Source: an optimization exercise on an open RTL-to-GDS flow (aim: small area, a short achievable clock period and few clock cycles per item). Production flows keep margins and buffers that such runs may drop.
At most, simulation tests tie the RTL to the original design; equivalence was not proved.
The RTL of runs 1 to 3 was laid out without a check of its function.

### config.mk
export PLATFORM = sky130hd
export DESIGN_NAME = cordic
export DESIGN_NICKNAME = cordic
export VERILOG_FILES = /design/flow/design.v
export SDC_FILE = /design/flow/constraint.sdc
export NUM_CORES = 4
export LEC_CHECK = 0
export ABC_AREA = 1
export CAP_MARGIN = 20
export CORE_MARGIN = 2
export CORE_UTILIZATION = 65
export SETUP_SLACK_MARGIN = 3.0
export SLEW_MARGIN = 20
### constraint.sdc
create_clock -name core_clock -period 7.0 [get_ports {clk}]
set_input_delay 1.4000 -clock core_clock [delete_from_list [all_inputs] [get_ports {clk}]]
set_output_delay 1.4000 -clock core_clock [all_outputs]
set_load 0.01 [all_outputs]
### design.v
module cordic (
    input  wire               clk,
    input  wire               rst_n,
    input  wire               start,
    input  wire signed [15:0] angle_in,
    output wire signed [15:0] cos_out,
    output wire signed [15:0] sin_out,
    output reg                done
);
    localparam signed [15:0] K = 16'sd9949;
    reg signed [15:0] x, y, z;
    reg [14:1] oh;       
    reg busy;
    wire [15:0] atan_i =
          ({16{oh[1]}}  & 16'h1DAC) | ({16{oh[2]}}  & 16'h0FAE)
        | ({16{oh[3]}}  & 16'h07F5) | ({16{oh[4]}}  & 16'h03FF)
        | ({16{oh[5]}}  & 16'h0200) | ({16{oh[6]}}  & 16'h0100)
        | ({16{oh[7]}}  & 16'h0080) | ({16{oh[8]}}  & 16'h0040)
        | ({16{oh[9]}}  & 16'h0020) | ({16{oh[10]}} & 16'h0010)
        | ({16{oh[11]}} & 16'h0008) | ({16{oh[12]}} & 16'h0004)
        | ({16{oh[13]}} & 16'h0002) | ({16{oh[14]}} & 16'h0001);
    function [15:0] shr(input [15:0] v, input [14:1] s);
        integer b, i;
        begin
            for (b = 0; b < 16; b = b + 1) begin
                shr[b] = 1'b0;
                for (i = 1; i < 15; i = i + 1)
                    shr[b] = shr[b] | (s[i] & v[(b + i > 15) ? 15 : b + i]);
            end
        end
    endfunction
    wire dz = ~z[15];                        
    wire [15:0] ysh = shr(y, oh);
    wire [15:0] xsh = shr(x, oh);
    wire [15:0] x_n = x + (ysh ^ {16{dz}}) + {15'd0, dz};
    wire [15:0] y_n = y + (xsh ^ {16{~dz}}) + {15'd0, ~dz};
    wire [15:0] z_n = z + (atan_i ^ {16{dz}}) + {15'd0, dz};
    wire d0 = ~angle_in[15];
    wire [15:0] z1 = d0 ? angle_in - 16'h3244 : angle_in + 16'h3244;
    always @(posedge clk) begin
        if (start) begin
            x  <= K;
            y  <= d0 ? K : -K;
            z  <= z1;
            oh <= 14'd1;
        end else begin
            x  <= x_n;
            y  <= y_n;
            z  <= z_n;
            oh <= {oh[13:1], 1'b0};
        end
    end
    always @(posedge clk or negedge rst_n) begin
        if (!rst_n) begin
            busy <= 1'b0;
            done <= 1'b0;
        end else begin
            busy <= start | (busy & ~oh[14]);
            done <= busy & oh[14];
        end
    end
    assign cos_out = x;
    assign sin_out = y;
endmodule
### run.sh
#!/bin/bash
# synth_recipe.tcl (not shown) runs the flow's synth.tcl, then flattens the netlist and writes it again
# the make line also repeats each setting of config.mk as NAME=value (left out here)
make -C /OpenROAD-flow-scripts/flow DESIGN_CONFIG=/design/flow/config.mk WORK_HOME=/design/flow/orfs CLKGATE_MAP_FILE= SYNTH_SCRIPT=/design/flow/synth_recipe.tcl finish
==> impl_metrics.ini, run 1 <==
[outcome]
status = no timing/DRC/antenna violations

[cts]
cts_max_path_buffers = 2
cts_htree_levels = 3
cts_setup_buffers = 0
cts.sinks = 64
cts_hold_buf = 0
cts_tree = yes
numCtsBuffers = 9
clkTransAtPathRegs_ns = 0.07
ctsResizeCount = 0
clk_latency_ns = 0.38
cts-root-buf = clkbuf_8

[grt]
grt_max_degree = 43
grt_pass1_wl_um = 33900
overflow = 0
grt_pass1_vias = 6768
antenna_found_initial = 0
grtUsageTotal_pct = 38.8

[layout]
layout.nets = 1105
fillCellCount = 850
syn2layout_area_growth_pct = 10.6
drive_above_1_share_pct = 5.44
diodes = 0

[sta]
skew_ns = 0.0156
slew_headroom_pct = 34.5
setup_viol = 0
holdWs_ns = 0.483
hold_viol = 0
period_share_pct = 54.9
slew_viol_final = 0
grt_setup_unrepaired = no
setup_tns_ns = 0
worst_slew_pin_slew_ns = 0.981
fmax_mhz = 260
period_needed_ns = 3.84

[die]
die_area_um2 = 10800
core_um2 = 9770
start_util_pct = 66.7
placementRows = 36
pin_count = 52
die_h_um = 104
fp.dieW_um = 104

[place]
place.port_buffers = 51
gp_congestion = 1.03
hpwl_um = 15000

[synthesis]
synth.area.top_cells = dfxtp_1 (19%), nand2_1 (15%), ha_1 (11%)
synth_nets = 1078
synthCells = 997
ys_seq_area_share_pct = 19.8
syn_avg_cell_area_um2 = 6.54
synth_top_area_cell = dfxtp_1
synth_seq_cells = 64
yosys_warnings = 1
synthDominantCellAreaShare_pct = 19.0
yosysUniqueCellTypes = 50
syn_area_um2 = 6520

[routing]
drt_iter0_drc = 1035
routed_via_density = 6.31
avgRoutedWirePerCell_um = 18.2
wl_um = 21100
vias = 7329
drc_errors = 0
first_pass_iters = 7
ant_nets = 0

[hold_path]
min_from = busy
hp-class = flop to flop

[worst_setup_path]
endpoint_kind = flop
worst_ep_required_time_ns = 7.25
criticalPathCategory = flop to flop
cp-start-kind = flop
r2r_start = oh[1]
crit_start = oh[1]
worst-endpoint-arrival_ns = 4.09
path_max_fanout = 23

[job]
maxCapViolCount = 0
layout make-up:
type	instances	area (um2)	share of cell area [%]
clock inverters	2	12.5	0.174
repair buffers	55	541	7.50
flip-flops and latches	64	1290	17.9
well taps	133	166	2.31
clock buffers	14	173	2.40
multi-input cells	807	4700	65.2
inverters	87	327	4.53
critical path, stage by stage, from the launching register on:
cell	delay (ns)
dfxtp_1	0.96
inv_1	0.48
o22ai_1	0.28
a21oi_1	0.06
nand3_1	0.12
nor3_1	0.09
xor2_1	0.29
ha_1	0.34
nand2_1	0.13
nor2_1	0.08
nand3_1	0.08
nand3_1	0.14
a21oi_1	0.18
o21bai_1	0.10
or2_2	0.28
nand3_1	0.07
nand2_1	0.05
path summary, 6_finish.rpt:
kind | to | slack [ns] | cells past startpoint
setup / recovery | y[14] | 3.16 | 16
hold / removal | done | 0.48 | 2
setup reg to reg | y[14] | 3.16 | 16
hold reg to reg | done | 0.48 | 2
max in group asynchronous | done | 5.68 | 1
min in group asynchronous | busy | 1.20 | 1
cells in the mapped netlist, drive strengths merged:
master and count:
a211oi 7, a21boi 1, a21o 4, a21oi 88, a221oi 15, a22o 1, a311oi 1, a31oi 4
and2 1, buf 26, clkbuf 13, clkinv 3, dfrtp 2, dfxtp 62, fa 4, ha 58
inv 84, nand2 275, nand3 68, nand4 15, nor2 61, nor3 5, nor3b 1, nor4 10
o2111ai 12, o211ai 4, o21a 3, o21ai 75, o21bai 5, o221ai 5, o22ai 20, or2 8
xnor2 9, xor2 47
sequential cells by signal (all words and copies together), names as in the netlist:
name / flops
x: 16
y: 16
oh: 14
z: 16
done: 1
busy: 1
metrics by stage:
step | worst slack (ns) | util (%) | cell area [um2] | std cells
final | 3.16 | 73.7 | 7210 | 1162
after global routing | 3.01 | 73.7 | 7210 | 1162
after CTS | 3.39 | 73.7 | 7210 | 1162
after detailed placement | 3.09 | 71.9 | 7020 | 1146
after global placement | 3.20 | 71.9 | 7020 | 1146
after floorplan | 3.92 | - | 6520 | 997
cells by family after synthesis:
family	share of synthesized area [%]
XOR/XNOR	7.64
buffers and inverters	8.14
AO/OA/AOI/OAI	22.4
adder cells (fa/ha/maj)	12.4
AND/OR/NAND/NOR	29.7
flip-flops	19.8
layer usage:
| layer | GRT usage (%) | wire [um] | up-vias |
|---|---|---|---|
| met4 | 16.0 | 789 | 0 |
| met1 | 51.0 | 8640 | 3226 |
| met5 | 0 | 0 | - |
| met2 | 59.7 | 9040 | 516 |
| met3 | 11.0 | 2670 | 99 |
| li1 | - | - | 3488 |
placed cells by master, fill, tap and decap left out, types with 20 or more instances in the layout:
cell             count
nand2_1            265
o22ai_1             20
ha_1                58
inv_1               78
xor2_1              46
dfxtp_1             62
a21oi_1             87
nand3_1             64
clkdlybuf4s50_1     51
o21ai_0             64
nor2_1              55
==> run 2: changes to the inputs <==
--- a/design.v
+++ b/design.v
@@ -10,5 +10,7 @@
     localparam signed [15:0] K = 16'sd9949;
     reg signed [15:0] x, y, z;
-    reg [14:1] oh;       
+    reg [14:2] th;       
+    wire [15:1] t = {1'b0, th, 1'b1};
+    wire [14:1] oh = t[14:1] & ~t[15:2];     
     reg busy;
     wire [15:0] atan_i =
@@ -20,17 +22,17 @@
         | ({16{oh[11]}} & 16'h0008) | ({16{oh[12]}} & 16'h0004)
         | ({16{oh[13]}} & 16'h0002) | ({16{oh[14]}} & 16'h0001);
-    function [15:0] shr(input [15:0] v, input [14:1] s);
+    function [15:0] shr(input [15:0] v, input [14:1] s, input [15:1] tt);
         integer b, i;
         begin
             for (b = 0; b < 16; b = b + 1) begin
-                shr[b] = 1'b0;
-                for (i = 1; i < 15; i = i + 1)
-                    shr[b] = shr[b] | (s[i] & v[(b + i > 15) ? 15 : b + i]);
+                shr[b] = (b == 0) ? 1'b0 : (b == 15) ? v[15] : v[15] & tt[15 - b];
+                for (i = 1; b + i < 15; i = i + 1)
+                    shr[b] = shr[b] | (s[i] & v[b + i]);
             end
         end
     endfunction
     wire dz = ~z[15];                        
-    wire [15:0] ysh = shr(y, oh);
-    wire [15:0] xsh = shr(x, oh);
+    wire [15:0] ysh = shr(y, oh, t);
+    wire [15:0] xsh = shr(x, oh, t);
     wire [15:0] x_n = x + (ysh ^ {16{dz}}) + {15'd0, dz};
     wire [15:0] y_n = y + (xsh ^ {16{~dz}}) + {15'd0, ~dz};
@@ -43,10 +45,10 @@
             y  <= d0 ? K : -K;
             z  <= z1;
-            oh <= 14'd1;
+            th <= 13'd0;
         end else begin
             x  <= x_n;
             y  <= y_n;
             z  <= z_n;
-            oh <= {oh[13:1], 1'b0};
+            th <= {th[13:2], 1'b1};
         end
     end
==> run 2 against run 1 <==
  * Still clean on timing, DRC and antenna
  * First-iteration DRC count up 4.1%
  * Final area down 1.4%
  * Critical path depth up 1
  * Sequential share of layout area about the same
  * Critical path type unchanged
==> impl_metrics.ini, run 2 <==
[synthesis]
synth_top_area_cell = dfxtp_1
synthDominantCellAreaShare_pct = 19.4
synthArstFlopShare_pct = 3.17
synth-edff-count = 0
ys_seq_area_share_pct = 20.2
synth_most_common_cell = nand2_1
synthCells = 948
syn_avg_cell_area_um2 = 6.62
yosys_warnings = 1
syn_area_um2 = 6280
synth_common_cells = nand2_1 (163), inv_1 (112), a21oi_1 (87), nand3_1 (76), nor2_1 (67)
synthFlopType = dfxtp_1
synth.area.top_cells = dfxtp_1 (19%), ha_1 (11%), nand2_1 (9.7%)
synth_nets = 1025
synth_seq_cells = 63
yosysUniqueCellTypes = 49

[worst_setup_path]
worst_ep_required_time_ns = 7.26
worst-r2r-setup-slack_ns = 3.27
crit_path_frequent_cell = nand2_1
worst-endpoint-arrival_ns = 3.99
criticalPathCategory = flop to flop
cp-start-kind = flop
worstPathCellList = nor2_4 -> clkinvlp_4 -> o22ai_1 -> a221oi_1 -> nand2_1 -> nor4_1 -> xor2_1 -> fa_1 -> nand3_1 -> nand2_1 -> a21boi_1 -> o21ai_0 -> a21boi_1 -> o21ai_0 -> or2_0 -> nand3_1 -> nand2_1
endpoint_kind = flop
r2r_start = th[3]
cpPeakStageDelay_ns = 0.65
path_max_fanout = 14
cp_top_family = compound AO/OA/AOI/OAI gates
reg2reg_to = y[12]
reg2regPathDepth = 17
cp_num_buf_inv = 1
cp_slowest_cell = dfxtp_1

[layout]
top_regs = x (16), y (16), z (16)
final_util_pct = 76.2
syn2layout_area_growth_pct = 13.2
mostFrequentLayoutCell = nand2_1
drive_above_1_share_pct = 6.53
instances_no_fill = 1124
final_cell_mix = nand2_1 (163), inv_1 (110), a21oi_1 (87)
layout.nets = 1067
diodes = 0
final_area_um2 = 7110
fillCellCount = 760

[routing]
drc_errors = 0
first_pass_iters = 8
drt_iter0_drc = 1077
vias = 7352
routed_via_density = 6.54
wl_um = 21700
ant_nets = 0
avgRoutedWirePerCell_um = 19.3

[hold_path]
hp-class = flop to flop
hold_end = done
min_from = busy
holdPathStages = 2

[grt]
grtUsageTotal_pct = 42.3
overflow = 0
use_met2_pct = 67.4
gr-usage-met1_pct = 50.7
grt_busiest_layer = met2
grt_max_degree = 47
grt_pass1_vias = 7003
use_met3_pct = 13.1
antenna_found_initial = 0
grt_pass1_wl_um = 34300

[place]
place.port_buffers = 51
hpwl_um = 15900
gp_congestion = 1.15
place_area_um2 = 6860
place_ws_ns = 2.27
place_inst = 1104

[sta]
slew_viol_final = 0
hold_viol = 0
grt_setup_unrepaired = no
fmax_mhz = 268
period_needed_ns = 3.73
slew_headroom_pct = 57.2
timing.final.ws_setup_ns = 3.27
setup_tns_ns = 0
worst_slew_pin_slew_ns = 0.641
period_share_pct = 53.3
skew_ns = 0.0202
setup_viol = 0

[cts]
numCtsBuffers = 9
cts_htree_levels = 3
cts_tree = yes
clkTransAtPathRegs_ns = 0.08
clk_latency_ns = 0.38
cts_max_path_buffers = 2
cts_hold_buf = 0
cts.sinks = 63
cts-root-buf = clkbuf_8

[job]
maxCapViolCount = 0

[die]
fp.dieW_um = 102
placementRows = 35
die_h_um = 102
die_area_um2 = 10500
pin_count = 52
core_um2 = 9330
start_util_pct = 67.3

[outcome]
status = no timing/DRC/antenna violations
==> run 2: changes by cell type in the layout (fill, tap and decap cells not counted), sizes merged, moves of 5 or more <==
cell / before / now
o22ai: 20 / 47
nor3: 5 / 10
inv: 84 / 116
nand3: 68 / 79
o21ai: 75 / 64
o2111ai: 12 / 4
a221oi: 15 / 20
nor2: 61 / 71
a22oi: 0 / 5
nand2: 275 / 175
nand4: 15 / 6
nor4: 10 / 2
==> run 2: final cells by class <==
class                           instances  area, um2  share of cell area (%)
Tap cell                              129        161                    2.27
Timing Repair Buffer                   59        571                    8.02
Sequential cell                        63       1280                    17.9
Inverter                              123        482                    6.77
Clock buffer                           11        141                    1.99
Multi-Input combinational cell        734       4450                    62.5
Clock inverter                          5       33.8                   0.475
==> run 2: worst min-delay path: cells and delay by family (launching register included) <==
family | cells | cell delay, ns
buf+inv | 1 | 0.04
flops | 1 | 0.36
simple gates | 1 | 0.05
==> run 2: cells by family (layout without fill, tap and decap cells) <==
| logic type | count (synthesis) | count (layout) | synth area share [%] |
|---|---|---|---|
| simple gates | 353 | 353 | 24.9 |
| xor+xnor | 55 | 55 | 7.67 |
| buf+inv | 151 | 198 | 9.36 |
| flops | 63 | 63 | 20.2 |
| compound gates | 268 | 268 | 25.8 |
| fa+ha+maj | 58 | 58 | 12.0 |
==> run 2: what timing repair did <==
action                     in CTS  in global routing
pin swaps                       0                  0
setup endpoints to repair      26                 15
buffers inserted                0                  4
cloned                          0                  0
gates resized for setup         3                 10
==> run 2: worst max path at each step <==
stage | startpoint | end | slack [ns] | cells after the start
after floorplan | x[15] | y[12] | 3.89 | 17
after CTS | z[15] | y[12] | 3.01 | 13
after global routing | th[2] | y[15] | 3.00 | 16
after global placement | th[2] | y[12] | 2.45 | 18
after detailed placement | th[2] | y[12] | 2.27 | 18
final | th[3] | y[12] | 3.27 | 17
==> run 2: per-stage QoR <==
step	hold slack (ns)
after detailed placement	0.460
after global routing	0.511
after global placement	0.452
final	0.479
after floorplan	0.436
after CTS	0.477
==> run 2: routing by layer <==
metal  vias to the layer above  wire length [um]
met2                       524              9400
met4                         0              1450
met1                      3276              8240
li1                       3390                 -
met3                       162              2650
met5                         -                 0
==> run 3: changes to the inputs <==
--- a/design.v
+++ b/design.v
@@ -35,22 +35,25 @@
     wire [15:0] ysh = shr(y, oh, t);
     wire [15:0] xsh = shr(x, oh, t);
-    wire [15:0] x_n = x + (ysh ^ {16{dz}}) + {15'd0, dz};
-    wire [15:0] y_n = y + (xsh ^ {16{~dz}}) + {15'd0, ~dz};
-    wire [15:0] z_n = z + (atan_i ^ {16{dz}}) + {15'd0, dz};
+    wire [15:0] xs = (x ^ {16{dz}}) + ysh;
+    wire [15:0] ys = (y ^ {16{~dz}}) + xsh;
+    wire [15:0] x_n = xs ^ {16{dz}};
+    wire [15:0] y_n = ys ^ {16{~dz}};
     wire d0 = ~angle_in[15];
-    wire [15:0] z1 = d0 ? angle_in - 16'h3244 : angle_in + 16'h3244;
+    wire [15:0] za = start ? angle_in : z;
+    wire [15:0] ata = start ? 16'h3244 : atan_i;
+    wire        dza = start ? d0 : dz;
+    wire [15:0] z_n = za + (ata ^ {16{dza}}) + {15'd0, dza};
     always @(posedge clk) begin
         if (start) begin
             x  <= K;
             y  <= d0 ? K : -K;
-            z  <= z1;
             th <= 13'd0;
         end else begin
             x  <= x_n;
             y  <= y_n;
-            z  <= z_n;
             th <= {th[13:2], 1'b1};
         end
     end
+    always @(posedge clk) z <= z_n;
     always @(posedge clk or negedge rst_n) begin
         if (!rst_n) begin
--- a/config.mk
+++ b/config.mk
@@ -9,5 +9,5 @@
 export CAP_MARGIN = 20
 export CORE_MARGIN = 2
-export CORE_UTILIZATION = 65
+export CORE_UTILIZATION = 60
 export SETUP_SLACK_MARGIN = 3.0
 export SLEW_MARGIN = 20
==> run 3 against run 2 <==
  * Synthesized cell count fell by 3.5%
  * Via count fell by 2.8%
  * Highest routed layer is now met5
  * Count of clock-buffer cells in the layout fell by 2
  * First-iteration DRC count rose by 11%
  * Largest cell class unchanged
  * Clock skew fell by 0.0084 ns
  * Critical endpoint is now y[13]
==> impl_metrics.ini, run 3 <==
[die]
fp.dieW_um = 105
die_h_um = 105
start_util_pct = 62.1
die_area_um2 = 10900
pin_count = 52
core_um2 = 9770
placementRows = 36

[sta]
hold_viol = 0
setup_viol = 0
period_needed_ns = 3.82
skew_ns = 0.0118
period_share_pct = 54.6
setup_tns_ns = 0
fmax_mhz = 262
slew_headroom_pct = 33.3
grt_setup_unrepaired = no
slew_viol_final = 0
worst_slew_pin_slew_ns = 1.00

[grt]
antenna_found_initial = 0
grt_pass1_vias = 6603
overflow = 0
grt_max_degree = 61
grtUsageTotal_pct = 40.2
grt_pass1_wl_um = 34900

[layout]
final_area_um2 = 6930
final_cell_mix = nand2_1 (211), inv_1 (88), a21oi_1 (75)
layout.nets = 1013
mostFrequentLayoutCell = nand2_1
diodes = 0
drive_above_1_share_pct = 4.73
fillCellCount = 804
syn2layout_area_growth_pct = 14.2
top_regs = x (16), y (16), z (16)

[synthesis]
synthFlopType = dfxtp_1
yosys_warnings = 1
synthCells = 915
synth_common_cells = nand2_1 (212), inv_1 (88), a21oi_1 (75), dfxtp_1 (61), o22ai_1 (57)
ys_seq_area_share_pct = 21.0
synth_top_area_cell = dfxtp_1
synth.area.top_cells = dfxtp_1 (20%), nand2_1 (13%), ha_1 (9.1%)
synthDominantCellAreaShare_pct = 20.1
syn_area_um2 = 6070
synthArstFlopShare_pct = 3.17
syn_avg_cell_area_um2 = 6.63
yosysUniqueCellTypes = 43
synth-edff-count = 0
synth_seq_cells = 63
synth_nets = 981
synth_most_common_cell = nand2_1

[cts]
cts_hold_buf = 0
cts-root-buf = clkbuf_8
cts_max_path_buffers = 2
cts.sinks = 63
numCtsBuffers = 9
cts_tree = yes
cts_htree_levels = 3
clkTransAtPathRegs_ns = 0.08
clk_latency_ns = 0.37

[worst_setup_path]
reg2reg_to = y[13]
endpoint_kind = flop
cp-start-kind = flop
criticalPathCategory = flop to flop
crit_start = th[5]
worst_ep_required_time_ns = 7.25
reg2regPathDepth = 14
worst-endpoint-arrival_ns = 4.07
path_max_fanout = 23
r2r_start = th[5]
worst-r2r-setup-slack_ns = 3.18

[routing]
avgRoutedWirePerCell_um = 20.8
ant_nets = 0
first_pass_iters = 6
drc_errors = 0
wl_um = 22500
drt_iter0_drc = 1199
vias = 7143
routed_via_density = 6.58

[place]
gp_congestion = 1.03
place_area_um2 = 6610
hpwl_um = 16100
place.port_buffers = 51

[hold_path]
hp-class = flop to flop
min_from = th[14]
hold_end = done
holdPathStages = 2

[job]
maxCapViolCount = 0

[outcome]
status = no timing/DRC/antenna violations
-- run 3: layout make-up --
type	count	area, um2	share of cell area [%]
Multi-Input combinational cell	719	4290	61.9
Sequential cell	63	1270	18.4
Timing Repair Buffer	60	623	8.99
Inverter	94	353	5.09
Tap cell	133	166	2.40
Clock buffer	9	124	1.79
Clock inverter	7	103	1.48
-- run 3: cells by family after synthesis --
logic type	synth area share [%]
fa+ha+maj	10.1
buf+inv	8.66
flops	21.0
compound gates	24.6
simple gates	24.4
xor+xnor	11.4
-- run 3: worst max-delay path: stages, from the launching register on --
cell      delay, ns
dfxtp_1        0.43
inv_1          0.13
nand2_1        0.72
o22ai_1        0.16
a221oi_1       0.43
nand3_1        0.22
ha_1           0.40
or2_2          0.14
nand2_1        0.07
o21ai_0        0.46
nand3_1        0.19
nand2_1        0.11
nand2_1        0.05
nand3_1        0.10
nand2_1        0.09
-- run 3: timing repair --
action	in CTS	in global routing
gates resized for setup	7	4
pin swaps	0	0
setup endpoints to repair	13	20
cloned	0	1
setup buffers	4	0
-- run 3: layer usage --
metal | global-route usage, % | part of all wire (%)
met3 | 9.30 | 13
met1 | 51.4 | 38
met4 | 19.6 | 4.7
met2 | 63.4 | 45
met5 | 1.90 | 0.093
-- run 3: worst max path at each step --
stage	endpoint	depth (start not counted)
after detailed placement	z[13]	17
final	y[13]	14
after global routing	y[13]	14
after CTS	z[12]	14
after floorplan	z[13]	17
after global placement	z[13]	15
-- run 3: stage by stage --
step                      hold WS (ns)  instances  utilization, %  setup WS (ns)
after global placement           0.409       1064            67.6           2.22
after detailed placement         0.421       1064            67.6           2.09
final                            0.429       1085            70.9           3.18
after global routing             0.457       1085            70.9           3.06
after CTS                        0.434       1084            70.5           3.00
after floorplan                  0.401        915               -           3.44
==> run 4: changes to the inputs <==
==> design.v (replaced) <==
module cordic (
    input  wire               clk,
    input  wire               rst_n,
    input  wire               start,
    input  wire signed [15:0] angle_in,
    output wire signed [15:0] cos_out,
    output wire signed [15:0] sin_out,
    output reg                done
);
    localparam signed [15:0] K = 16'sd9949;
    reg signed [15:0] x, y, z;
    reg [3:0] cnt;       
    reg [3:0] cntb;      
    reg px;              
    reg busy;
    wire [15:0] atan_i =
          ({16{cnt == 4'd1}} & 16'h1DAC) | ({16{cnt == 4'd2}} & 16'h0FAE)
        | ({16{cnt == 4'd3}} & 16'h07F5) | ({16{cnt == 4'd4}} & 16'h03FF)
        | ({16{cnt == 4'd5}} & 16'h0200) | ({16{cnt == 4'd6}} & 16'h0100)
        | ({16{cnt == 4'd7}} & 16'h0080) | ({16{cnt == 4'd8}} & 16'h0040)
        | ({16{cnt == 4'd9}} & 16'h0020) | ({16{cnt == 4'd10}} & 16'h0010)
        | ({16{cnt == 4'd11}} & 16'h0008) | ({16{cnt == 4'd12}} & 16'h0004)
        | ({16{cnt == 4'd13}} & 16'h0002) | ({16{cnt == 4'd14}} & 16'h0001);
    wire dz = ~z[15];                        
    wire signed [15:0] yc = y ^ {16{px}};
    wire signed [15:0] xc = x ^ {16{~px}};
    wire signed [15:0] ysh = yc >>> cnt;
    wire signed [15:0] xsh = xc >>> (~cntb);
    wire [15:0] x_n = x + ysh + {15'd0, px};
    wire [15:0] y_n = y + xsh + {15'd0, ~px};
    wire d0 = ~angle_in[15];
    wire [15:0] za = start ? angle_in : z;
    wire [15:0] ata = start ? 16'h3244 : atan_i;
    wire        dza = start ? d0 : dz;
    wire [15:0] z_n = za + (ata ^ {16{dza}}) + {15'd0, dza};
    always @(posedge clk) begin
        if (start) begin
            x   <= K;
            y   <= d0 ? K : -K;
        end else begin
            x   <= x_n;
            y   <= y_n;
        end
        if (start) begin
            cnt  <= 4'd1;
            cntb <= ~4'd1;
        end else begin
            cnt  <= cnt + 4'd1;
            cntb <= cntb - 4'd1;
        end
    end
    always @(posedge clk) begin
        z  <= z_n;
        px <= ~z_n[15];
    end
    wire last = (cnt == 4'd14);
    always @(posedge clk or negedge rst_n) begin
        if (!rst_n) begin
            busy <= 1'b0;
            done <= 1'b0;
        end else begin
            busy <= start | (busy & ~last);
            done <= busy & last;
        end
    end
    assign cos_out = x;
    assign sin_out = y;
endmodule
--- a/config.mk
+++ b/config.mk
@@ -9,5 +9,5 @@
 export CAP_MARGIN = 20
 export CORE_MARGIN = 2
-export CORE_UTILIZATION = 60
-export SETUP_SLACK_MARGIN = 3.0
+export CORE_UTILIZATION = 55
+export SETUP_SLACK_MARGIN = 3.5
 export SLEW_MARGIN = 20
==> run 4 against run 3 <==
  * Worst setup slack improved by 0.44 ns
  * Cell count increased by 8.2%
  * Sequential share of layout area shrank 1.6 points
  * Critical path depth unchanged
  * Sequential cell count fell by 4
  * Die area is 9.0% higher
==> impl_metrics.ini, run 4 <==
[sta]
fmax_mhz = 296
slew_headroom_pct = 58.5
setup_tns_ns = 0
hold_viol = 0
worst_slew_pin_slew_ns = 0.622
setup_viol = 0
timing.final.ws_setup_ns = 3.62
period_share_pct = 48.3
grt_setup_unrepaired = yes
skew_ns = 0.0156
slew_viol_final = 0
period_needed_ns = 3.38

[place]
place_ws_ns = 2.07
hpwl_um = 13700
place.port_buffers = 51
place_inst = 1135
gp_congestion = 0.942

[cts]
numCtsBuffers = 9
clkTransAtPathRegs_ns = 0.06
cts-root-buf = clkbuf_8
cts_max_path_buffers = 2
cts.sinks = 59
cts_tree = yes
cts_hold_buf = 0
cts_htree_levels = 3
clk_latency_ns = 0.35

[grt]
grt_pass1_vias = 6149
overflow = 0
grt_pass1_wl_um = 29300
grtUsageTotal_pct = 31.1
antenna_found_initial = 0
grt_max_degree = 29

[synthesis]
synth_top_area_cell = dfxtp_1
syn_avg_cell_area_um2 = 6.21
synthCells = 979
synth_common_cells = nand2_1 (296), inv_1 (90), nand3_1 (84), o21ai_0 (82), a21oi_1 (66)
synth-edff-count = 0
synth.area.top_cells = dfxtp_1 (19%), nand2_1 (18%), ha_1 (9.7%)
synthArstFlopShare_pct = 3.39
synthDominantCellAreaShare_pct = 18.8
synth_nets = 1050
ys_seq_area_share_pct = 19.6
syn_area_um2 = 6080
yosys_warnings = 1
synth_most_common_cell = nand2_1
synthFlopType = dfxtp_1
yosysUniqueCellTypes = 43
synth_seq_cells = 59

[worst_setup_path]
reg2regPathDepth = 17
worst_ep_required_time_ns = 7.24
worst-endpoint-arrival_ns = 3.63
endpoint_kind = flop
cp-start-kind = input pin
path_max_fanout = 11
criticalPathCategory = input pin to flop

[routing]
drc_errors = 0
drt_iter0_drc = 688
first_pass_iters = 7
vias = 6724
ant_nets = 0
wl_um = 18700
routed_via_density = 5.73
avgRoutedWirePerCell_um = 16.0

[die]
core_um2 = 10800
fp.dieW_um = 109
placementRows = 38
start_util_pct = 56.3
die_area_um2 = 11900
pin_count = 52
die_h_um = 109

[hold_path]
holdPathStages = 2
hp-class = flop to flop

[layout]
drive_above_1_share_pct = 9.09
instances_no_fill = 1174
syn2layout_area_growth_pct = 18.2
final_cell_mix = nand2_1 (293), inv_1 (86), nand3_1 (82)
mostFrequentLayoutCell = nand2_1
top_regs = x (16), y (16), z (16)
layout.nets = 1101
diodes = 0

[outcome]
status = no timing/DRC/antenna violations

[job]
maxCapViolCount = 0
-- run 4: cell count changes in the layout (fill, tap and decap cells not counted), sizes merged, moves of 12 or more --
cell,previous run,this run
nand2,219,299
o22ai,57,2
o21ai,49,93
nand3,54,88
a221oi,22,0
o211ai,4,25
xor2,49,28
buf,8,22
nor2,49,61
-- run 4: area by class of cell --
cell class / instances / area (um2)
sequential: 59 / 1210
clock inverter: 3 / 15.0
timing repair buffer: 74 / 759
inverter: 94 / 383
clock buffer: 12 / 145
fill: 980 / 3610
timing repair inverter: 2 / 13.8
tap: 140 / 175
multi-input combinational: 790 / 4490
-- run 4: path summary, 6_finish.rpt --
kind | slack [ns] | to | from
max reg2reg | 3.64 | y[10] | px
min in group asynchronous | 1.21 | busy | rst_n
min | 0.48 | busy | busy
max | 3.62 | z[11] | start
min reg2reg | 0.48 | busy | busy
max in group asynchronous | 5.67 | busy | rst_n
-- run 4: per-layer routing --
metal | GRT usage [%] | share of wire, %
met5 | 0 | 0
met2 | 52.4 | 48
met1 | 40.5 | 43
met3 | 4.36 | 6.3
met4 | 10.7 | 2.8
-- run 4: critical path, stage by stage --
cell and delay (ns):
dlygate4sd2_1 0.29, buf_12 0.17, buf_4 0.19, nor3_2 0.20
xor2_1 0.29, ha_1 0.23, buf_4 0.13, nand2_1 0.11
nor2_2 0.18, inv_1 0.08, nor3_1 0.14, nand2_1 0.09
nand3_1 0.07, nand2_1 0.05
-- run 4: logic make-up after synthesis --
family,after synthesis,synth area share (%)
AOI/OAI and AO/OA,210,19.4
xor gates and xnor gates,52,7.86
and+or+nand+nor,474,32.5
DFF,59,19.6
buffers and inverters,130,8.95
adders and majority gates,52,11.3
muxes,2,0.329
-- run 4: timing repair --
action                                  in CTS  in global routing
gates resized for setup                     21                 40
gates cloned                                 2                  1
pin swaps                                    0                 10
endpoints found under the setup margin      38                 23
endpoints found under the hold margin        0                  0
setup buffers                                3                 18
-- run 4: stage by stage --
| step | area, um2 | hold slack, ns | util [%] |
|---|---|---|---|
| after floorplan | 6080 | 0.442 | - |
| after global placement | 6580 | 0.454 | 61.0 |
| after detailed placement | 6580 | 0.460 | 61.0 |
| after CTS | 6890 | 0.475 | 63.8 |
| after global routing | 7190 | 0.504 | 66.6 |
| final | 7190 | 0.475 | 66.6 |
Testbench counts of run 4, summed over its fixed seeds: cycles 24,008, items 1,600.
==> run 5: changes to the inputs <==
--- a/config.mk
+++ b/config.mk
@@ -6,5 +6,4 @@
 export NUM_CORES = 4
 export LEC_CHECK = 0
-export ABC_AREA = 1
 export CAP_MARGIN = 20
 export CORE_MARGIN = 2
==> run 5 against run 4 <==
  * Critical endpoint is now y[15]
  * Global-route usage fell by 2.9 points
  * Non-clock buffer count increased by 17
  * Sequential share of layout area is essentially flat
  * Die area down 5.5%
  * Highest routed layer unchanged
  * Still clean
==> impl_metrics.ini, run 5 <==
[outcome]
status = no timing/DRC/antenna violations

[synthesis]
synth_top_area_cell = dfxtp_1
syn_avg_cell_area_um2 = 8.53
synthCells = 672
syn_area_um2 = 5730
synth_most_common_cell = xnor2_1
synthDominantCellAreaShare_pct = 19.9
synthArstFlopShare_pct = 3.39
synth-edff-count = 0
yosysUniqueCellTypes = 55
synthFlopType = dfxtp_1
yosys_warnings = 1
synth_nets = 743
synth_seq_cells = 59
synth_common_cells = xnor2_1 (61), o21ai_0 (58), dfxtp_1 (57), nor2_1 (57)
synth.area.top_cells = dfxtp_1 (20%), ha_1 (10%), xnor2_1 (9.3%)
ys_seq_area_share_pct = 20.8

[layout]
syn2layout_area_growth_pct = 25.0
mostFrequentLayoutCell = xnor2_1
layout.nets = 810
final_cell_mix = xnor2_1 (56), nor2_1 (54), o21ai_0 (51), dfxtp_1 (51), clkdlybuf4s50_1 (49)
top_regs = x (16), y (16), z (16)
fillCellCount = 829
diodes = 0
drive_above_1_share_pct = 21.4
final_util_pct = 70.0

[routing]
vias = 5310
ant_nets = 0
drt_iter0_drc = 284
first_pass_iters = 4
wl_um = 16100
drc_errors = 0
routed_via_density = 6.03
avgRoutedWirePerCell_um = 18.3

[cts]
cts_max_path_buffers = 2
cts_tree = yes
numCtsBuffers = 9
clkTransAtPathRegs_ns = 0.07
cts.sinks = 59
clk_latency_ns = 0.35
cts_htree_levels = 3
cts_hold_buf = 0
cts-root-buf = clkbuf_8

[place]
gp_congestion = 0.888
hpwl_um = 11100
place.port_buffers = 51

[sta]
hold_viol = 0
fmax_mhz = 270
period_needed_ns = 3.70
setup_viol = 0
slew_headroom_pct = 38.3
slew_viol_final = 0
skew_ns = 0.0114
grt_setup_unrepaired = yes
worst_slew_pin_slew_ns = 0.924
setup_tns_ns = 0
period_share_pct = 52.9

[grt]
overflow = 0
grt_pass1_wl_um = 24900
grt_pass1_vias = 4996
antenna_found_initial = 0
grt_max_degree = 34
grtUsageTotal_pct = 28.1

[worst_setup_path]
path_max_fanout = 6
criticalPathCategory = flop to flop
worst_ep_required_time_ns = 7.23
cp-start-kind = flop
worst-endpoint-arrival_ns = 3.94
endpoint_kind = flop

[die]
fp.dieW_um = 106
die_h_um = 106
die_area_um2 = 11300
start_util_pct = 56.0
pin_count = 52
placementRows = 37
core_um2 = 10200

[job]
maxCapViolCount = 0

[hold_path]
hp-class = flop to flop
==> run 5: changes by cell type after synthesis, sizes merged, moves of 22 or more <==
cell	previous run	this run
nand2	299	49
nand3	88	9
inv	93	22
xnor2	24	61
o21ai	93	60
mux2i	2	24
mux4	0	22
==> run 5: kinds of logic (layout without fill, tap and decap cells) <==
family	Yosys count	in the layout	synth area share [%]
buffers and inverters	58	130	3.91
AOI/OAI and AO/OA	195	195	21.1
muxes	67	67	17.0
xor gates and xnor gates	83	83	12.7
and+or+nand+nor	158	158	12.6
adders and majority gates	52	52	12.0
DFF	59	59	20.8
==> run 5: timing repair <==
item                                    in CTS  in global routing
pin swaps                                    8                 27
cloned                                       2                  3
buffers inserted                            16                 16
resized for setup                           32                 51
endpoints found under the setup margin      35                 30
==> run 5: worst max-delay path, stage by stage (launching register included) <==
cell	delay [ns]
dfxtp_4	0.42
buf_12	0.12
mux4_2	0.51
mux2i_2	0.18
xnor2_1	0.16
mux2i_1	0.14
fa_2	0.48
buf_6	0.14
a211oi_4	0.22
o211ai_1	0.13
a31o_2	0.28
o31a_1	0.34
nand4_1	0.12
a31oi_1	0.08
o31a_1	0.27
==> run 5: final cells by class <==
cell class | count | area [um2] | area share [%]
well taps | 136 | 170 | 2.37
clock inverters | 2 | 10.0 | 0.140
flip-flops and latches | 59 | 1210 | 16.8
inverters | 22 | 88.8 | 1.24
repair inverters | 1 | 5.00 | 0.0698
multi-input cells | 555 | 4570 | 63.8
repair buffers | 91 | 948 | 13.2
clock buffers | 14 | 163 | 2.27
==> run 5: routing by layer <==
metal  routed length (um)  global-route usage [%]
met5                    0                       0
met4                  272                    8.18
met3                  675                    4.23
met2                 7990                    48.1
met1                 7170                    36.8
==> run 5: worst paths after layout <==
path	start	end	slack, ns	cells after the start
min in group asynchronous	rst_n	done	1.22	1
max in group asynchronous	rst_n	busy	5.67	1
hold reg to reg	busy	busy	0.48	2
setup / recovery	cntb[0]	y[15]	3.30	14
hold / removal	busy	busy	0.48	2
setup reg to reg	cntb[0]	y[15]	3.30	14
==> run 5: stage by stage <==
stage | area [um2] | hold slack, ns | std cells | setup slack (ns)
final | 7170 | 0.478 | 880 | 3.30
after detailed placement | 6330 | 0.465 | 827 | 2.28
after CTS | 6810 | 0.481 | 861 | 3.25
after global routing | 7170 | 0.530 | 880 | 3.15
after global placement | 6330 | 0.459 | 827 | 2.43
after floorplan | 5810 | 0.447 | 672 | 3.42
==> run 6: changes to the inputs <==
--- a/config.mk
+++ b/config.mk
@@ -6,7 +6,9 @@
 export NUM_CORES = 4
 export LEC_CHECK = 0
+export ABC_AREA = 1
 export CAP_MARGIN = 20
 export CORE_MARGIN = 2
-export CORE_UTILIZATION = 55
+export CORE_UTILIZATION = 70
+export PLACE_DENSITY = 0.8
 export SETUP_SLACK_MARGIN = 3.5
 export SLEW_MARGIN = 20
==> run 6 against run 5 <==
  * Clock skew is essentially flat
  * Hold slack got worse by 0.0015 ns
  * Non-clock buffer count is 5 lower
  * Critical endpoint is now z[14]
  * Core utilization increased by 15 points
  * Register-to-register slack better by 0.21 ns
  * Still clean on timing, DRC and antenna
==> impl_metrics.ini, run 6 <==
[synthesis]
yosysUniqueCellTypes = 43
synth_common_cells = nand2_1 (296), inv_1 (90), nand3_1 (84), o21ai_0 (82), a21oi_1 (66)
synth.area.top_cells = dfxtp_1 (19%), nand2_1 (18%), ha_1 (9.7%)
yosys_warnings = 1
yosys.area_share.simple_pct = 32.5
synthDominantCellAreaShare_pct = 18.8
synthFlopType = dfxtp_1
synth_most_common_cell = nand2_1
synth_top_family_by_area = simple AND/OR/NAND/NOR gates
syn_avg_cell_area_um2 = 6.21
synth_top_area_cell = dfxtp_1
ys_seq_area_share_pct = 19.6
synth-edff-count = 0
synth_nets = 1050
synth_xor_area_share_pct = 7.86
synthCells = 979
syn_area_um2 = 6080
synth_seq_cells = 59
synth_compound_area_share_pct = 19.4
synth_fa_ha_area_share_pct = 11.3
synth.area.mux_share_pct = 0.329
synthArstFlopShare_pct = 3.39

[grt]
overflow = 0
grt_pass1_vias = 6578
grtUsageTotal_pct = 38.6
antenna_found_initial = 0
grt_pass1_wl_um = 30200
grt_max_degree = 29

[job]
maxCapViolCount = 0

[routing]
wl_um = 21800
vias = 7616
drc_errors = 0
routed_via_density = 6.59
ant_nets = 0
first_pass_iters = 8
avgRoutedWirePerCell_um = 18.8
drt_iter0_drc = 1052

[die]
start_util_pct = 71.1
fp.dieW_um = 97.2
die_area_um2 = 9450
die_h_um = 97.2
core_um2 = 8550
placementRows = 34
pin_count = 52

[worst_setup_path]
cp-start-kind = input pin
r2r_start = px
reg2regPathDepth = 20
endpoint_kind = flop
criticalPathCategory = input pin to flop
path_max_fanout = 27
worst-r2r-setup-slack_ns = 3.51
reg2reg_to = y[10]
worst-endpoint-arrival_ns = 3.85
worst_ep_required_time_ns = 7.24

[hold_path]
holdPathStages = 2
hp-class = flop to flop
hold_end = busy
min_from = busy

[layout]
layout.nets = 1114
final_cell_mix = nand2_1 (287), inv_1 (85), nand3_1 (84)
drive_above_1_share_pct = 11.0
syn2layout_area_growth_pct = 19.6
top_regs = x (16), y (16), z (16)
final_util_pct = 85.1
diodes = 0
mostFrequentLayoutCell = nand2_1

[cts]
cts-root-buf = clkbuf_8
numCtsBuffers = 9
cts_hold_buf = 0
clkTransAtPathRegs_ns = 0.07
cts_max_path_buffers = 2
cts_tree = yes
cts_htree_levels = 3
clk_latency_ns = 0.35
cts.sinks = 59

[outcome]
status = no timing/DRC/antenna violations

[sta]
period_needed_ns = 3.61
period_share_pct = 51.6
setup_tns_ns = 0
grt_setup_unrepaired = yes
setup_viol = 0
fmax_mhz = 277
worst_slew_pin_slew_ns = 0.553
slew_headroom_pct = 63.1
hold_viol = 0
skew_ns = 0.0113
slew_viol_final = 0

[place]
gp_congestion = 0.978
hpwl_um = 13100
place.port_buffers = 51
run 6: cell types whose count changed in the layout (fill, tap and decap cells not counted), sizes merged, moves of 22 or more:
cell and delta:
mux2i -22, nand2 +250, inv +69, xnor2 -37
mux4 -22, o21ai +33, nand3 +79
run 6: final cells by class:
| type | instances | area [um2] |
|---|---|---|
| Multi-Input combinational cell | 790 | 4450 |
| Sequential cell | 59 | 1210 |
| Fill cell | 493 | 1280 |
| Timing Repair inverter | 3 | 21.3 |
| Tap cell | 108 | 135 |
| Timing Repair Buffer | 86 | 833 |
| Clock buffer | 11 | 141 |
| Inverter | 94 | 384 |
| Clock inverter | 5 | 100 |
run 6: cells by family after synthesis:
logic type | Yosys count
and+or+nand+nor | 474
AOI/OAI and AO/OA | 210
buffers and inverters | 130
DFF | 59
xor gates and xnor gates | 52
adders and majority gates | 52
muxes | 2
run 6: how the worst max path moves through the flow:
| stage | endpoint | cells after the start | from | slack [ns] |
|---|---|---|---|---|
| final | z[14] | 15 | start | 3.39 |
| after floorplan | z[8] | 13 | start | 3.56 |
| after CTS | z[8] | 16 | cnt[0] | 3.54 |
| after global placement | z[14] | 14 | start | 2.25 |
| after detailed placement | z[8] | 15 | start | 2.06 |
| after global routing | y[10] | 20 | px | 3.34 |
run 6: metrics by stage:
step                instances  area, um2  setup WS (ns)  hold slack (ns)
floorplan                 979       6080           3.56            0.442
CTS                      1131       6990           3.54            0.478
global route             1156       7270           3.34            0.529
global placement         1103       6540           2.25            0.454
detailed placement       1103       6540           2.06            0.464
finish                   1156       7270           3.39            0.477
run 6: what timing repair did:
| action | in CTS | in global routing |
|---|---|---|
| buffers inserted | 9 | 24 |
| resized for setup | 23 | 39 |
| endpoints found under the hold margin | 0 | 0 |
| endpoints found under the setup margin | 38 | 25 |
| pin swaps | 4 | 11 |
| cloned | 3 | 1 |
run 6: worst max-delay path, stage by stage:
cell	delay, ns
dlygate4sd2_1	0.30
buf_12	0.17
inv_16	0.10
nand2_2	0.09
nand2_4	0.15
clkinvlp_4	0.16
nand2_1	0.11
o21ai_0	0.16
ha_1	0.40
a21o_1	0.23
nand3_1	0.10
nand2_1	0.10
nor2_1	0.12
o21ai_1	0.09
xor2_1	0.16
run 6: metal layers:
| layer | wire (um) | GRT usage [%] |
|---|---|---|
| met4 | 1630 | 17.3 |
| met1 | 7760 | 48.1 |
| met2 | 9570 | 63.5 |
| met3 | 2800 | 8.85 |
| met5 | 0 | 0 |
==> run 7: changes to the inputs <==
--- a/config.mk
+++ b/config.mk
@@ -9,6 +9,5 @@
 export CAP_MARGIN = 20
 export CORE_MARGIN = 2
-export CORE_UTILIZATION = 70
-export PLACE_DENSITY = 0.8
-export SETUP_SLACK_MARGIN = 3.5
+export CORE_UTILIZATION = 45
+export SETUP_SLACK_MARGIN = 3.7
 export SLEW_MARGIN = 20
==> run 7 against run 6 <==
  * Non-clock buffer count unchanged
  * Worst setup slack improved by 0.48 ns
  * Register-to-register slack better by 0.38 ns
  * Hold slack got worse by 0.0054 ns
  * Count of clock-buffer cells in the layout is the same
  * Final area up 4.9%
  * Sequential cell count did not move
  * Critical path depth unchanged
  * Via count is 14% lower
  * Sequential share of layout area down 0.81 points
  * Critical path type unchanged
  * Largest cell class unchanged
  * Highest routed layer unchanged
==> impl_metrics.ini, run 7 <==
[outcome]
status = no timing/DRC/antenna violations

[die]
pin_count = 52
die_area_um2 = 14500
placementRows = 42
fp.dieW_um = 120
core_um2 = 13200
start_util_pct = 45.9
die_h_um = 120

[place]
hpwl_um = 13500
place_area_um2 = 6660
gp_congestion = 0.917
place_ws_ns = 2.14
place.port_buffers = 51

[layout]
fillCellCount = 1368
top_regs = x (16), y (16), z (16)
layout.nets = 1113
diodes = 0
syn2layout_area_growth_pct = 25.5
final_area_um2 = 7630
drive_above_1_share_pct = 13.1
final_cell_mix = nand2_1 (285), inv_1 (84), nand3_1 (80)
final_util_pct = 57.6
mostFrequentLayoutCell = nand2_1

[synthesis]
synthArstFlopShare_pct = 3.39
synth_fa_ha_area_share_pct = 11.3
syn_area_um2 = 6080
synthFlopType = dfxtp_1
synth_xor_area_share_pct = 7.86
syn_avg_cell_area_um2 = 6.21
synth.area.top_cells = dfxtp_1 (19%), nand2_1 (18%), ha_1 (9.7%)
synthDominantCellAreaShare_pct = 18.8
synth-edff-count = 0
synth_most_common_cell = nand2_1
synth_top_area_cell = dfxtp_1
synth.area.mux_share_pct = 0.329
synth_common_cells = nand2_1 (296), inv_1 (90), nand3_1 (84), o21ai_0 (82), a21oi_1 (66)
synth_seq_cells = 59
ys_seq_area_share_pct = 19.6
synth_compound_area_share_pct = 19.4
synth_nets = 1050
yosys_warnings = 1
yosys.area_share.simple_pct = 32.5
synth_top_family_by_area = simple AND/OR/NAND/NOR gates
yosysUniqueCellTypes = 43
synthCells = 979

[routing]
drt_iter0_drc = 625
first_pass_iters = 5
ant_nets = 0
wl_um = 18500
vias = 6524
avgRoutedWirePerCell_um = 15.1
routed_via_density = 5.33
drc_errors = 0

[sta]
worst_slew_pin_slew_ns = 0.588
period_share_pct = 44.8
setup_viol = 0
timing.final.ws_setup_ns = 3.87
slew_viol_final = 0
slew_headroom_pct = 60.8
grt_setup_unrepaired = no
setup_tns_ns = 0
period_needed_ns = 3.13
fmax_mhz = 319
hold_viol = 0
skew_ns = 0.00676

[grt]
grt_pass1_wl_um = 28700
grtUsageTotal_pct = 25.3
overflow = 0
antenna_found_initial = 0
grt_max_degree = 29
grt_pass1_vias = 5619

[job]
maxCapViolCount = 0

[worst_setup_path]
endpoint_kind = flop
cp-start-kind = input pin
criticalPathCategory = input pin to flop
worst_ep_required_time_ns = 7.24
worst-endpoint-arrival_ns = 3.37
path_max_fanout = 6

[cts]
clkTransAtPathRegs_ns = 0.05
cts_max_path_buffers = 2
clk_latency_ns = 0.34
cts.sinks = 59
cts-root-buf = clkbuf_16
cts_tree = yes
cts_htree_levels = 3
numCtsBuffers = 9

[hold_path]
hp-class = flop to flop
run 7: cell count changes in the layout (fill, tap and decap cells not counted), moves of 4 or more:
cell       delta
nand3_1       -4
nand3_2       +4
clkbuf_8      -9
clkbuf_16    +11
o21ai_0       -4
run 7: routing by layer:
metal	vias up	global-route usage, %	part of all wire, %
li1	3383	-	-
met1	2907	35.5	48
met2	206	39.8	45
met3	28	3.87	4.6
met4	0	8.07	2.3
met5	-	0	0
run 7: repair_timing:
action                                  4_1_cts  5_1_grt
endpoints found under the setup margin       36       24
setup buffers                                 9       19
cloned                                        4        2
hold buffers                                  0        0
gates resized for setup                      37       57
pin swaps                                     5       19
run 7: through the flow:
step / cells / hold slack, ns
5_1_grt: 1223 / 0.523
4_1_cts: 1202 / 0.481
6_report: 1223 / 0.471
3_5_place_dp: 1173 / 0.468
2_1_floorplan: 979 / 0.442
3_3_place_gp: 1173 / 0.457
run 7: kinds of logic (layout without fill, tap and decap cells):
group                    count (synthesis)  count (layout)
AO/OA/AOI/OAI                          210             210
XOR/XNOR                                52              52
adder cells (fa/ha/maj)                 52              52
buffers and inverters                  130             198
flip-flops                              59              59
multiplexers                             2               2
AND/OR/NAND/NOR                        474             474
run 7: layout make-up:
class                      instances  area, um2  share of cell area, %
clock inverter                     5        100                   1.31
inverter                          94        387                   5.07
timing repair buffer              86        880                   11.5
timing repair inverter             2       13.8                  0.180
sequential                        59       1200                   15.8
clock buffer                      11        243                   3.18
tap                              176        220                   2.89
multi-input combinational        790       4580                   60.1
run 7: final timing paths:
| check | end | start | slack (ns) | depth (start not counted) |
|---|---|---|---|---|
| min in group asynchronous | done | rst_n | 1.22 | 1 |
| max in group asynchronous | busy | rst_n | 5.67 | 1 |
| hold / removal | busy | busy | 0.47 | 2 |
| setup reg to reg | x[10] | px | 3.89 | 19 |
| setup / recovery | z[9] | start | 3.87 | 15 |
| hold reg to reg | busy | busy | 0.47 | 2 |
run 7: worst max-delay path, cell delays in order:
cell	delay (ns)
buf_2	0.14
buf_12	0.15
buf_4	0.17
buf_4	0.17
nor2_2	0.13
nor2_1	0.05
a21oi_1	0.14
ha_2	0.33
a21oi_2	0.20
o21a_1	0.14
nand2_2	0.08
nand2_1	0.09
nand2_1	0.06
nand2_1	0.06
nand2_1	0.05
==> run 8: changes to the inputs <==
--- a/config.mk
+++ b/config.mk
@@ -10,4 +10,5 @@
 export CORE_MARGIN = 2
 export CORE_UTILIZATION = 45
+export CTS_BUF_LIST = sky130_fd_sc_hd__clkbuf_4 sky130_fd_sc_hd__clkbuf_8
 export SETUP_SLACK_MARGIN = 3.7
 export SLEW_MARGIN = 20
==> run 8 against run 7 <==
  * Synthesized area stayed put
  * Core utilization shrank 0.89 points
  * Register-to-register slack worse by 0.04 ns
  * Cell count is essentially flat
  * Routed wire length barely moved
  * Clock skew increased by 0.0018 ns
  * Critical endpoint is now z[11]
==> impl_metrics.ini, run 8 <==
[outcome]
status = no timing/DRC/antenna violations

[synthesis]
yosysUniqueCellTypes = 43
synth_nets = 1050
synth_most_common_cell = nand2_1
synth_common_cells = nand2_1 (296), inv_1 (90), nand3_1 (84), o21ai_0 (82), a21oi_1 (66)
synth-edff-count = 0
synth_top_area_cell = dfxtp_1
synthArstFlopShare_pct = 3.39
synth_seq_cells = 59
synthFlopType = dfxtp_1
syn_avg_cell_area_um2 = 6.21
yosys_warnings = 1
synthCells = 979
synth.area.top_cells = dfxtp_1 (19%), nand2_1 (18%), ha_1 (9.7%)
syn_area_um2 = 6080
ys_seq_area_share_pct = 19.6
synthDominantCellAreaShare_pct = 18.8

[layout]
final_util_pct = 56.7
register_area_um2 = 1200
top_regs = x (16), y (16), z (16)
diodes = 0
multiInputGateArea_um2 = 4550
final_cell_mix = nand2_1 (285), inv_1 (85), nand3_1 (80)
fillCellCount = 1375
final_area_um2 = 7510
layout.nets = 1114
drive_above_1_share_pct = 12.8
syn2layout_area_growth_pct = 23.6
mostFrequentLayoutCell = nand2_1

[worst_setup_path]
r2r_start = px
path_max_fanout = 27
worst-r2r-setup-slack_ns = 3.85
cp-endpoint = z[11]
cp_slowest_cell = ha_1
reg2regPathDepth = 20
crit_start = start
criticalPathCategory = input pin to flop
cpPeakStageDelay_ns = 0.40
reg2reg_to = y[10]
cp-start-kind = input pin
endpoint_kind = flop
worst-endpoint-arrival_ns = 3.52
crit_path_frequent_cell = nand2_1
worst_ep_required_time_ns = 7.27
worstPathCellList = clkdlybuf4s15_2 -> buf_12 -> inv_16 -> nand2_2 -> nand2_4 -> buf_4 -> xor2_1 -> ha_1 -> nand2_1 -> nor2_2 -> inv_1 -> nor3_1 -> nand2_1 -> nand3_1 -> nand2_1

[grt]
grtUsageTotal_pct = 25.3
grt_max_degree = 29
antenna_found_initial = 0
overflow = 0
grt_pass1_wl_um = 28700
grt_pass1_vias = 5612

[place]
place_area_um2 = 6660
hpwl_um = 13500
gp_congestion = 0.917
place.port_buffers = 51

[sta]
period_needed_ns = 3.25
setup_tns_ns = 0
hold_viol = 0
fmax_mhz = 308
slew_headroom_pct = 60.6
slew_viol_final = 0
holdWs_ns = 0.474
period_share_pct = 46.5
grt_setup_unrepaired = yes
worst_slew_pin_slew_ns = 0.591
setup_viol = 0
skew_ns = 0.00857

[routing]
ant_nets = 0
vias = 6530
drt_iter0_drc = 521
routed_via_density = 5.33
wl_um = 18500
avgRoutedWirePerCell_um = 15.1
first_pass_iters = 5
drc_errors = 0

[die]
fp.dieW_um = 120
core_um2 = 13200
placementRows = 42
pin_count = 52
start_util_pct = 45.9
die_h_um = 120
die_area_um2 = 14500

[job]
maxCapViolCount = 0

[cts]
numCtsBuffers = 9
cts_hold_buf = 0
clk_latency_ns = 0.37
clkTransAtPathRegs_ns = 0.07
cts.sinks = 59
cts_max_path_buffers = 2
cts-root-buf = clkbuf_8
cts_htree_levels = 3
cts_tree = yes

[hold_path]
hp-class = flop to flop
[run 8: cell type report]
class                      instances  area share [%]
clock buffer                      11            1.93
tap                              176            2.93
multi-input combinational        790            60.5
inverter                          94            5.15
timing repair buffer              87            11.9
clock inverter                     5            1.33
sequential                        59            16.0
timing repair inverter             2           0.183
[run 8: how the worst min path moves through the flow]
stage	depth (start not counted)	end	start	slack, ns
2_1_floorplan	2	busy	busy	0.44
3_3_place_gp	2	busy	busy	0.46
3_5_place_dp	2	busy	busy	0.47
4_1_cts	2	busy	busy	0.49
5_1_grt	2	done	busy	0.53
6_report	2	busy	busy	0.47
[run 8: cells by family after synthesis]
family / share of synthesized area [%]
AOI/OAI and AO/OA: 19.4
xor gates and xnor gates: 7.86
adders and majority gates: 11.3
buffers and inverters: 8.95
DFF: 19.6
muxes: 0.329
and+or+nand+nor: 32.5
[run 8: what timing repair did]
| item | in CTS | in global routing |
|---|---|---|
| setup buffers | 9 | 20 |
| hold endpoints to repair | 0 | 0 |
| resized for setup | 35 | 52 |
| cloned | 3 | 3 |
| pin swaps | 4 | 19 |
| setup endpoints to repair | 36 | 26 |
[run 8: worst max-delay path, delay by kind of cell]
| kind | cells | cell delay (ns) |
|---|---|---|
| xor gates and xnor gates | 1 | 0.16 |
| adders and majority gates | 1 | 0.40 |
| and+or+nand+nor | 8 | 0.86 |
| buffers and inverters | 5 | 0.68 |
[run 8: per-layer routing]
layer | global-route usage, % | share of wire [%] | up-vias
li1 | - | - | 3380
met1 | 35.5 | 47 | 2912
met2 | 39.5 | 45 | 205
met3 | 4.15 | 4.9 | 33
met4 | 8.14 | 2.3 | 0
met5 | 0 | 0 | -
[run 8: per-stage QoR]
step	setup WS (ns)	cells
after floorplan	3.71	979
after global placement	2.19	1173
after detailed placement	2.14	1173
after CTS	3.70	1201
after global routing	3.66	1224
final	3.75	1224
==> run 9: changes to the inputs <==
--- a/config.mk
+++ b/config.mk
@@ -9,6 +9,5 @@
 export CAP_MARGIN = 20
 export CORE_MARGIN = 2
-export CORE_UTILIZATION = 45
-export CTS_BUF_LIST = sky130_fd_sc_hd__clkbuf_4 sky130_fd_sc_hd__clkbuf_8
+export CORE_UTILIZATION = 55
 export SETUP_SLACK_MARGIN = 3.7
 export SLEW_MARGIN = 20
==> run 9 against run 8 <==
  * Worst setup slack better by 0.080 ns
  * Core utilization up 12 points
  * Via count up 4.6%
  * Routed wire length up 3.4%
  * Sequential share of layout area up 0.17 points
  * Highest routed layer unchanged
==> impl_metrics.ini, run 9 <==
[synthesis]
ys_seq_area_share_pct = 19.6
syn_avg_cell_area_um2 = 6.21
syn_area_um2 = 6080
synth_common_cells = nand2_1 (296), inv_1 (90), nand3_1 (84), o21ai_0 (82), a21oi_1 (66)
synth_top_family_by_area = simple AND/OR/NAND/NOR gates
synth.area.mux_share_pct = 0.329
yosys.area_share.simple_pct = 32.5
synth_xor_area_share_pct = 7.86
synth.area.top_cells = dfxtp_1 (19%), nand2_1 (18%), ha_1 (9.7%)
synth_seq_cells = 59
synth_top_area_cell = dfxtp_1
synthCells = 979
synthFlopType = dfxtp_1
synth_fa_ha_area_share_pct = 11.3
synth-edff-count = 0
yosysUniqueCellTypes = 43
synth_compound_area_share_pct = 19.4
yosys_warnings = 1
synth_most_common_cell = nand2_1
synthArstFlopShare_pct = 3.39
synth_nets = 1050
synthDominantCellAreaShare_pct = 18.8

[sta]
fmax_mhz = 315
hold_viol = 0
setup_viol = 0
setup_tns_ns = 0
worst_slew_pin_slew_ns = 0.596
grt_setup_unrepaired = yes
period_needed_ns = 3.17
slew_viol_final = 0
slew_headroom_pct = 60.2
skew_ns = 0.00909
period_share_pct = 45.3

[hold_path]
min_from = busy
holdPathStages = 2
hp-class = flop to flop
hold_end = busy

[worst_setup_path]
endpoint_kind = flop
worst-r2r-setup-slack_ns = 3.83
cp-start-kind = flop
criticalPathCategory = flop to flop
worst_ep_required_time_ns = 7.24
reg2reg_to = x[10]
r2r_start = px
reg2regPathDepth = 19
path_max_fanout = 10
worst-endpoint-arrival_ns = 3.41

[layout]
drive_above_1_share_pct = 13.2
final_util_pct = 69.1
fillCellCount = 930
instances_no_fill = 1187
mostFrequentLayoutCell = nand2_1
final_cell_mix = nand2_1 (285), inv_1 (82), nand3_1 (82)
top_regs = x (16), y (16), z (16)
syn2layout_area_growth_pct = 22.6
diodes = 0
layout.nets = 1113

[job]
maxCapViolCount = 0

[place]
place_inst = 1135
place.port_buffers = 51
gp_congestion = 0.968
hpwl_um = 13600

[routing]
routed_via_density = 5.75
dr_wl_met2_um = 8820
wl_met3_um = 1210
wl_met1_um = 8460
first_pass_iters = 5
ant_nets = 0
vias = 6830
wl_um = 19100
avgRoutedWirePerCell_um = 16.1
highest-signal-layer = met4
drt_iter0_drc = 831
drc_errors = 0

[die]
pin_count = 52
die_h_um = 109
die_area_um2 = 11900
start_util_pct = 56.3
core_um2 = 10800
fp.dieW_um = 109
placementRows = 38

[cts]
cts-root-buf = clkbuf_8
cts.sinks = 59
clkTransAtPathRegs_ns = 0.07
numCtsBuffers = 9
clk_latency_ns = 0.36
cts_tree = yes
cts_htree_levels = 3
cts_max_path_buffers = 2

[grt]
grt_pass1_wl_um = 29600
overflow = 0
grt_pass1_vias = 6088
grt_max_degree = 29
antenna_found_initial = 0
grtUsageTotal_pct = 31.7

[outcome]
status = no timing/DRC/antenna violations
## run 9: final cells by class
type                            count  area [um2]  area share (%)
Multi-Input combinational cell    790        4610            61.9
Timing Repair Buffer               85         872            11.7
Timing Repair inverter              3        18.8           0.252
Clock buffer                       14         163            2.18
Clock inverter                      2        10.0           0.134
Sequential cell                    59        1210            16.2
Inverter                           94         397            5.32
Tap cell                          140         175            2.35
## run 9: critical path: stages, from the launching register on
cell     delay (ns)
dfxtp_4        0.37
buf_12         0.16
buf_4          0.15
xnor2_1        0.31
nand2_1        0.13
o21ai_1        0.16
o21ai_1        0.10
nand2_1        0.08
nand3_1        0.10
nand3_1        0.12
fa_2           0.21
inv_2          0.05
fa_2           0.37
nand3_1        0.09
nand2_2        0.08
inv_1          0.13
o21ai_4        0.10
a21oi_2        0.17
or2_0          0.12
nand3_1        0.06
## run 9: worst max path at each step
stage,end,slack (ns),cells past startpoint,startpoint
2_1_floorplan,z[8],3.71,14,start
3_3_place_gp,z[14],2.38,16,start
3_5_place_dp,z[8],2.19,15,start
4_1_cts,z[8],3.71,15,start
5_1_grt,x[11],3.68,17,px
6_report,x[10],3.83,19,px
## run 9: timing repair
item / CTS / global route
pin swaps: 7 / 18
setup endpoints to repair: 43 / 26
gates resized for setup: 37 / 62
hold buffers: 0 / 0
hold endpoints to repair: 0 / 0
gates cloned: 2 / 4
setup buffers: 8 / 22
## run 9: kinds of logic (layout without fill, tap and decap cells)
family,count (synthesis),count (layout)
AO/OA/AOI/OAI,210,210
XOR/XNOR,52,52
adder cells (fa/ha/maj),52,52
buffers and inverters,130,198
flip-flops,59,59
multiplexers,2,2
AND/OR/NAND/NOR,474,474
## run 9: metrics by stage
stage / cell area [um2] / hold slack (ns) / worst slack, ns
2_1_floorplan: 6100 / 0.442 / 3.71
3_3_place_gp: 6600 / 0.454 / 2.38
3_5_place_dp: 6600 / 0.463 / 2.19
4_1_cts: 7030 / 0.478 / 3.71
5_1_grt: 7460 / 0.526 / 3.68
6_report: 7460 / 0.477 / 3.83
## run 9: metal layers
layer | up-vias | global-route usage, %
met5 | - | 0
met4 | 0 | 13.4
met3 | 49 | 4.78
met2 | 289 | 51.5
met1 | 3120 | 41.9
li1 | 3372 | -

==> afterwards: timing with drivers on the ports <==
The results above use ideal ports. As a check the final layouts listed here were re-extracted and re-timed, cells and wires unchanged. Step 1 assumes that a clkbuf_16 drives the clock port and a buf_2 every other input. Step 2 moves the port delays by t, midway between the first and last clock arrival at a register: inputs arrive t later, outputs are due t later. That takes back most of the time a late clock gives input paths. a / b / c = no drivers / after step 1 / after step 2; a / b = the first two.
| run | shift t [ns] | setup slack, ns | latest minus earliest clock arrival (ns) |
|---|---|---|---|
| run 1 | 0.405 | 3.160 / 3.160 / 3.060 | 0.016 / 0.016 |
| run 2 | 0.405 | 3.272 / 3.272 / 2.949 | 0.020 / 0.020 |
| run 3 | 0.403 | 3.179 / 3.179 / 2.852 | 0.012 / 0.011 |
| run 4 | 0.379 | 3.617 / 3.631 / 3.252 | 0.015 / 0.016 |
| run 5 | 0.378 | 3.298 / 3.298 / 2.996 | 0.011 / 0.011 |
| run 6 | 0.382 | 3.390 / 3.405 / 3.023 | 0.011 / 0.011 |
| run 7 | 0.380 | 3.866 / 3.887 / 3.507 | 0.007 / 0.007 |
| run 8 | 0.398 | 3.748 / 3.760 / 3.362 | 0.008 / 0.008 |
| run 9 | 0.390 | 3.829 / 3.829 / 3.531 | 0.009 / 0.010 |
After both steps every run listed still meets setup and hold. The setup slack of run 8, which loses most, moves by +0.012 ns with the drivers and by -0.386 ns with both steps.
